Background: an optimization exercise with open tools, aiming at small area and a short achievable clock period. Do not read the settings as production practice. RTL that was checked went through simulation tests only; none was proved equivalent to the original. No activity file was given, so power comes from the tool's default toggle rates.

==> flow/design.v <==
module badicecream(input         Clk,                 
                             Reset,               
                             frame_clk,           
                input [10:0]   DrawX, DrawY ,    
				input [15:0]   keycode,				  
               	output logic is_BI	,			 
				output logic [10:0] BI_X, BI_Y,
				input logic up_wall, down_wall , left_wall, right_wall,
				output logic [10:0] BI_X_Pos, BI_Y_Pos,
				output logic [5:0] BI_BlkX_Pos, BI_BlkY_Pos
              );
	localparam [1:0] RIGHT = 2'd0, LEFT = 2'd1, UP = 2'd2, DOWN = 2'd3;
	logic frame_clk_delayed, frame_clk_rising_edge;
	logic [2:0] per_frame_counter;    
	logic [2:0] frame_counter;        
	logic       walking;
	logic [1:0] facing;
	logic [5:0] x_hi, y_hi;
	logic [4:0] off;
	always_ff @(posedge Clk) begin
		frame_clk_delayed     <= frame_clk;
		frame_clk_rising_edge <= frame_clk & ~frame_clk_delayed;
	end
	wire kW = (keycode[7:0] == 8'd26) | (keycode[15:8] == 8'd26);
	wire kA = (keycode[7:0] == 8'd4)  | (keycode[15:8] == 8'd4);
	wire kS = (keycode[7:0] == 8'd22) | (keycode[15:8] == 8'd22);
	wire kD = (keycode[7:0] == 8'd7)  | (keycode[15:8] == 8'd7);
	wire anykey = kW | kA | kS | kD;
	logic [1:0] key_dir;
	logic       key_wall;
	always_comb begin
		if (kW)      begin key_dir = UP;    key_wall = up_wall;    end
		else if (kA) begin key_dir = LEFT;  key_wall = left_wall;  end
		else if (kS) begin key_dir = DOWN;  key_wall = down_wall;  end
		else         begin key_dir = RIGHT; key_wall = right_wall; end
	end
	wire turn = frame_clk_rising_edge & ~walking & anykey;
	wire [1:0] facing_in = turn ? key_dir : facing;
	wire off_up  = ~facing[0];
	wire [4:0] off_next = off_up ? off + 5'd1 : off - 5'd1;
	wire off_wrap = off_up ? (off == 5'd31) : (off == 5'd0);
	wire walk_end = off_up ? (off == 5'd31) : (off == 5'd1);
	wire hi_up = ~(facing[0] ^ facing[1]);
	wire [5:0] hi_cur  = facing[1] ? y_hi : x_hi;
	wire [5:0] hi_next = hi_up ? hi_cur + 6'd1 : hi_cur - 6'd1;
	always_ff @(posedge Clk) begin
		if (Reset) begin
			per_frame_counter <= 3'd0;
			frame_counter     <= 3'd0;
			x_hi              <= 6'd2;     
			y_hi              <= 6'd2;     
			off               <= 5'd0;
			walking           <= 1'b0;
			facing            <= DOWN;
		end else if (frame_clk_rising_edge) begin
			per_frame_counter <= per_frame_counter + 3'd1;
			if (per_frame_counter == 3'd7)
				frame_counter <= frame_counter[2] ? 3'd0 : frame_counter + 3'd1;
			if (!walking) begin
				if (anykey) begin
					facing  <= key_dir;
					walking <= ~key_wall;
				end
			end else begin
				off <= off_next;
				if (off_wrap) begin
					if (facing[1]) y_hi <= hi_next;
					else           x_hi <= hi_next;
				end
				if (walk_end)
					walking <= 1'b0;
			end
		end
	end
	wire [4:0] x_lo = off & {5{~facing[1]}};
	wire [4:0] y_lo = ~(off & {5{facing[1]}});
	assign BI_X_Pos = {x_hi, x_lo};
	assign BI_Y_Pos = {y_hi, y_lo};
	wire moved = |off;
	wire xadj = moved & (facing == LEFT);
	wire yadj = moved & (facing == DOWN);
	assign BI_BlkX_Pos = x_hi - {5'd0, ~xadj};
	assign BI_BlkY_Pos = y_hi - {4'd0, yadj, ~yadj};
	wire [11:0] dx = {1'b0, DrawX} - {1'b0, BI_X_Pos};
	wire [11:0] dy = {1'b0, BI_Y_Pos} - {1'b0, DrawY};
	wire inX = (dx[11:5] == 7'd0);
	wire inY = ~dy[11] & (dy[10:0] <= 11'd47);
	wire [5:0] t = DrawY[5:0] - BI_Y_Pos[5:0] + 6'd47;
	wire [3:0] row = {2'b00, t[5:4]} + {1'b0, facing_in, 1'b0} + {2'b00, facing_in};
	assign is_BI = inX & inY;
	assign BI_X = is_BI ? {3'b000, frame_counter, dx[4:0]} : 11'd0;
	assign BI_Y = is_BI ? {3'b000, row, t[3:0]} : 11'd0;
endmodule
clock: 8.0 ns
lec_check: 0
cap_margin: 20
core_margin: 2
core_utilization: 40
setup_slack_margin: 4
slew_margin: 20
standard.sh (not shown) runs the stock make flow with config.mk's settings and CLKGATE_MAP_FILE= SYNTH_SCRIPT=/design/flow/synth_recipe.tcl, a recipe that flattens the netlist after the stock synthesis.
==> flow/flow/run.sh <==
#!/bin/bash
# Standard ORFS layout, with the smallest buffer on every input and output port.
set -euo pipefail
export BUFFER_PORTS_ARGS="-buffer_cell sky130_fd_sc_hd__buf_1"
bash standard.sh > standard.log 2>&1
The starting point completed without violations.
Then changed:
--- a/flow/design.v
+++ b/flow/design.v
@@ -15,8 +15,6 @@
 	logic [2:0] frame_counter;        
 	logic       walking;
 	logic [1:0] facing;
-	logic [5:0] x_hi, y_hi;
-	logic [4:0] off;
 	always_ff @(posedge Clk) begin
 		frame_clk_delayed     <= frame_clk;
 		frame_clk_rising_edge <= frame_clk & ~frame_clk_delayed;
@@ -36,20 +34,21 @@
 	end
 	wire turn = frame_clk_rising_edge & ~walking & anykey;
 	wire [1:0] facing_in = turn ? key_dir : facing;
-	wire off_up  = ~facing[0];
-	wire [4:0] off_next = off_up ? off + 5'd1 : off - 5'd1;
-	wire off_wrap = off_up ? (off == 5'd31) : (off == 5'd0);
-	wire walk_end = off_up ? (off == 5'd31) : (off == 5'd1);
-	wire hi_up = ~(facing[0] ^ facing[1]);
-	wire [5:0] hi_cur  = facing[1] ? y_hi : x_hi;
-	wire [5:0] hi_next = hi_up ? hi_cur + 6'd1 : hi_cur - 6'd1;
+	logic walk_end;
+	always_comb begin
+		case (facing)
+			RIGHT: walk_end = (BI_X_Pos[4:0] == 5'd31);
+			LEFT:  walk_end = (BI_X_Pos[4:0] == 5'd1);
+			UP:    walk_end = (BI_Y_Pos[4:0] == 5'd0);
+			DOWN:  walk_end = (BI_Y_Pos[4:0] == 5'd30);
+		endcase
+	end
 	always_ff @(posedge Clk) begin
 		if (Reset) begin
 			per_frame_counter <= 3'd0;
 			frame_counter     <= 3'd0;
-			x_hi              <= 6'd2;     
-			y_hi              <= 6'd2;     
-			off               <= 5'd0;
+			BI_X_Pos          <= 11'd64;
+			BI_Y_Pos          <= 11'd95;
 			walking           <= 1'b0;
 			facing            <= DOWN;
 		end else if (frame_clk_rising_edge) begin
@@ -62,25 +61,21 @@
 					walking <= ~key_wall;
 				end
 			end else begin
-				off <= off_next;
-				if (off_wrap) begin
-					if (facing[1]) y_hi <= hi_next;
-					else           x_hi <= hi_next;
-				end
+				case (facing)
+					RIGHT: BI_X_Pos <= BI_X_Pos + 11'd1;
+					LEFT:  BI_X_Pos <= BI_X_Pos - 11'd1;
+					UP:    BI_Y_Pos <= BI_Y_Pos - 11'd1;
+					DOWN:  BI_Y_Pos <= BI_Y_Pos + 11'd1;
+				endcase
 				if (walk_end)
 					walking <= 1'b0;
 			end
 		end
 	end
-	wire [4:0] x_lo = off & {5{~facing[1]}};
-	wire [4:0] y_lo = ~(off & {5{facing[1]}});
-	assign BI_X_Pos = {x_hi, x_lo};
-	assign BI_Y_Pos = {y_hi, y_lo};
-	wire moved = |off;
-	wire xadj = moved & (facing == LEFT);
-	wire yadj = moved & (facing == DOWN);
-	assign BI_BlkX_Pos = x_hi - {5'd0, ~xadj};
-	assign BI_BlkY_Pos = y_hi - {4'd0, yadj, ~yadj};
+	wire xoff = (facing == LEFT) & (|BI_X_Pos[4:0]);
+	wire yoff = (facing == DOWN) & ~(&BI_Y_Pos[4:0]);
+	assign BI_BlkX_Pos = BI_X_Pos[10:5] - {5'd0, ~xoff};
+	assign BI_BlkY_Pos = BI_Y_Pos[10:5] - {4'd0, yoff, ~yoff};
 	wire [11:0] dx = {1'b0, DrawX} - {1'b0, BI_X_Pos};
 	wire [11:0] dy = {1'b0, BI_Y_Pos} - {1'b0, DrawY};
 	wire inX = (dx[11:5] == 7'd0);
Effect:
- The new run produced a clean layout
- total power increases by 35%
- routed wire length grows by 25%
- cell count climbs by 19%
- sequential share of layout area shrinks by 0.48 points
- hold slack stays flat
- via count increases by 23%
- core utilization hardly moves
- final area rose by 24%
- die area rose by 21%
- worst setup slack gets worse by 0.25 ns
- area after synthesis rose by 22%
- global-route usage goes up by 1.4 points
- synthesized cell count goes up by 20%
- critical path depth grows by 1
For the first run of this note, only the layout was checked, not whether the RTL still works.

what the ideal ports hide:
The flow's constraints put no driver on any port. The routed layouts listed below were extracted and timed again, unchanged, in two steps.
Step 1, drivers: a clkbuf_16 drives Clk and a buf_2 each remaining input, both assumed.
Step 2 adds t to the input delays and takes it off the output delays; t is the mean of the earliest and latest rising clock arrival at the registers after step 1. Input paths then give back, and output paths get back, about the clock's delay inside the block.
Three values: no drivers, after step 1, after step 2; two values: the first two.
run | t, ns | setup WS [ns] | hold slack, ns
the first run | 0.298 | 1.841 / 1.821 / 1.821 | 0.392 / 0.392 / 0.392
the second run | 0.322 | 1.594 / 1.568 / 1.568 | 0.393 / 0.393 / 0.393
After both steps every run listed still meets setup and hold. For the second run, which loses most, drivers alone change the setup slack by -0.026 ns; drivers and shift together by -0.026 ns.
